This is an optimization exercise on Yosys and OpenROAD, whose aim is small area, not a production implementation. The RTL was checked by simulation tests, not by an equivalence proof against the original design. The flow treats the clock pin as an ideal source, which a real chip does not have. No activity file was given, so power comes from the tool's default toggle rates.

## run 1
Design keyboard_instance, start of the top module:
module keyboard_instance(clk_50M,buzzer,RSTn,col,row,Digitron_Out,DigitronCS_Out,light,leds);
Settings: LEC_CHECK=0, CAP_MARGIN=20, CORE_MARGIN=2, CORE_UTILIZATION=40, SLEW_MARGIN=20; clock period 10.0 ns.
standard.sh (not shown) runs the stock make flow with config.mk's settings and CLKGATE_MAP_FILE= SYNTH_SCRIPT=/design/flow/synth_recipe.tcl, a recipe that flattens the netlist after the stock synthesis.
==> flow/flow/run.sh <==
#!/bin/bash
# Own layout flow: the standard flow (standard.sh) with
#  - synthesis as standard, but ABC mapping with an area script (flow/area.abc)
#  - port buffers of the smallest buffer cell
#  - clock tree of clkbuf_8 without dummy loads, then each clock buffer
#    downsized where the clock-pin slews stay well inside the limit
# Tool output: ORFS's logs under orfs/logs, make's output in flow_*.log and
# the clock-buffer step's output in shrink_clk.log, here.
set -euo pipefail
HERE=$(pwd)
export MY_ABC_SCRIPT=$HERE/flow/area.abc
ARGS=(SYNTH_SCRIPT=$HERE/flow/synth_area.tcl
  "BUFFER_PORTS_ARGS=-buffer_cell sky130_fd_sc_hd__buf_1"
  "CTS_ARGS=-sink_clustering_enable -repair_clock_nets -dont_use_dummy_load -buf_list {sky130_fd_sc_hd__clkbuf_8}")
bash standard.sh "${ARGS[@]}" cts > flow_cts.log 2>&1
RES=$HERE/orfs/results/sky130hd/keyboard_instance/base
PLATFORM_DIR=$FLOW_HOME/platforms/sky130hd RESULTS_DIR=$RES \
  openroad -no_init -exit $HERE/flow/shrink_clk.tcl > shrink_clk.log 2>&1
bash standard.sh "${ARGS[@]}" finish > flow_finish.log 2>&1
==> flow/flow/shrink_clk.tcl <==
set P $::env(PLATFORM_DIR)
set R $::env(RESULTS_DIR)
read_liberty $P/lib/sky130_fd_sc_hd__tt_025C_1v80.lib
read_db $R/4_cts.odb
read_sdc $R/4_cts.sdc
source $P/setRC.tcl
set_propagated_clock [all_clocks]
estimate_parasitics -placement

set target 0.112
proc worst_ck_slew {} {
  set w 0
  foreach pin [get_pins -hierarchical */CLK] {
    set s [get_property $pin slew_max]
    if {$s > $w} { set w $s }
  }
  return $w
}
proc cell_area {m} { return [get_property [get_lib_cells */$m] area] }

puts "shrink_clk: worst clock-pin slew before [worst_ck_slew]"
set cands {sky130_fd_sc_hd__clkbuf_1 sky130_fd_sc_hd__clkbuf_2 sky130_fd_sc_hd__clkbuf_4 sky130_fd_sc_hd__clkbuf_8}
foreach inst [get_cells clkbuf_*] {
  set orig [get_property $inst ref_name]
  set oa [cell_area $orig]
  foreach cand $cands {
    if {[cell_area $cand] >= $oa} { continue }
    replace_cell $inst $cand
    estimate_parasitics -placement
    if {[worst_ck_slew] <= $target} {
      puts "shrink_clk: [get_full_name $inst] $orig -> $cand"
      break
    }
    replace_cell $inst $orig
    estimate_parasitics -placement
  }
}
puts "shrink_clk: worst clock-pin slew after [worst_ck_slew]"
set_placement_padding -global -left 0 -right 0
detailed_placement
check_placement
write_db $R/4_cts.odb
Other scripts of this flow, unchanged in this note and not shown: flow/flow/area.abc, flow/flow/synth_area.tcl
Run 1 reached the final stage; the timing, design-rule and antenna checks on its layout passed.
> inputs changed (run 1 -> run 2)
==> flow/flow/run.sh <==
#!/bin/bash
# Own layout flow: the standard flow (standard.sh) with
#  - synthesis as standard, but ABC mapping with an area script (flow/area.abc)
#  - port buffers of the smallest buffer cell
#  - clock tree of small clock buffers, without dummy loads
# Tool output: ORFS's logs under orfs/logs, and make's output in flow.log here.
set -euo pipefail
HERE=$(pwd)
export MY_ABC_SCRIPT=$HERE/flow/area.abc
bash standard.sh \
  SYNTH_SCRIPT=$HERE/flow/synth_area.tcl \
  "BUFFER_PORTS_ARGS=-buffer_cell sky130_fd_sc_hd__buf_1" \
  "CTS_ARGS=-sink_clustering_enable -repair_clock_nets -dont_use_dummy_load -buf_list {sky130_fd_sc_hd__clkbuf_8}" \
  finish > flow.log 2>&1
removed: flow/flow/shrink_clk.tcl
Findings:
The final layouts of run 2 and run 1 pass the timing, design-rule and antenna checks.
Diff run 1..run 2 | first-pass GRT wire length | negligible
Looking at run 2 and run 1, the via total after detailed routing is a wash.
Run 2 — final core utilization 0.23 points higher, run 1 as reference
Run 1 leaves less setup margin than run 2.
Power on run 2 is up relative to run 1.
The number of global-route vias before repair on run 2 is in line with that on run 1.
Reported for run 2 and run 1, die area turned out identical to the last digit.


Setup of v18:
Another version of the RTL of keyboard_instance (not shown whole).
For scale: ~870 cells after synthesis, ~150 flip-flops, ~7300 µm² of cells after synthesis.
clock: 10.0 ns
lec_check: 0
cap_margin: 20
core_margin: 2
core_utilization: 40
slew_margin: 20
==> flow/flow/run.sh <==
#!/bin/bash
# Own layout flow: the standard flow (standard.sh) with
#  - synthesis as standard, but ABC mapping with an area script (flow/area.abc)
#  - port buffers of the smallest buffer cell
#  - clock tree of clkbuf_8 without dummy loads, then each clock buffer
#    downsized where the clock-pin slews stay well inside the limit
# Tool output: ORFS's logs under orfs/logs, make's output in flow_*.log and
# the clock-buffer step's output in shrink_clk.log, here.
set -euo pipefail
HERE=$(pwd)
export MY_ABC_SCRIPT=$HERE/flow/area.abc
ARGS=(SYNTH_SCRIPT=$HERE/flow/synth_area.tcl
  "BUFFER_PORTS_ARGS=-buffer_cell sky130_fd_sc_hd__buf_1"
  "CTS_ARGS=-sink_clustering_enable -repair_clock_nets -dont_use_dummy_load -buf_list {sky130_fd_sc_hd__clkbuf_8}")
bash standard.sh "${ARGS[@]}" cts > flow_cts.log 2>&1
RES=$HERE/orfs/results/sky130hd/keyboard_instance/base
PLATFORM_DIR=$FLOW_HOME/platforms/sky130hd RESULTS_DIR=$RES \
  openroad -no_init -exit $HERE/flow/shrink_clk.tcl > shrink_clk.log 2>&1
bash standard.sh "${ARGS[@]}" finish > flow_finish.log 2>&1
==> flow/flow/area.abc <==
strash
ifraig
dc2
&get -n
&deepsyn -T 60
&put
dch -f
amap -F 4 -A 8
strash
dch -f
amap -F 4 -A 8
topo
Other scripts of this flow, unchanged in this note and not shown: flow/flow/shrink_clk.tcl, flow/flow/synth_area.tcl
Input changes introduced in v3 (baseline for comparison: v18):
-- flow/flow/area.abc --
<<< v18, line 5
&deepsyn -T 60
>>> v3, line 5
&deepsyn -T 20
Findings:
- For v3, the standard cell with the maximum stage delay on the critical path was dfstp_2, unlike v18, where it was nor4_1.
- Final critical-path required period came out lower on v3 than on v18.
- Compared with v18, in v3 synthesized cell count has increased; via count has increased; clock network fraction of total power has remained practically unchanged; first-pass iteration count of the detailed router has decreased; initial core utilization has increased.
- v3 | stages: all done | timing, DRC, antenna: all pass
- Max largest vdd supply drop across v18 and v3: v18

static timing again, ports no longer ideal:
In the flow no input, the clock included, has a driving cell. The finished layouts below were timed again as built, in two steps.
Step 1 (the two cells are an assumption about what drives the block):
set clk [get_ports {clk_50M}]
set_driving_cell -lib_cell sky130_fd_sc_hd__clkbuf_16 $clk
set_driving_cell -lib_cell sky130_fd_sc_hd__buf_2 [delete_from_list [all_inputs] $clk]
Step 2 also shifts input and output timing later by t, the mid clock arrival at the registers, as if the neighbouring blocks saw the same clock.
Three values: ideal, step 1, step 2; two values: the first two.
run	t (ns)	setup WS [ns]	cell pins on the clock port's net
run 1	0.788	4.214 / 4.180 / 4.969	1
run 2	0.476	4.522 / 4.487 / 4.962	1
v18	0.577	4.447 / 4.414 / 4.990	1
v3	0.459	4.580 / 4.540 / 4.999	1
After both steps setup and hold are still met in every run listed.
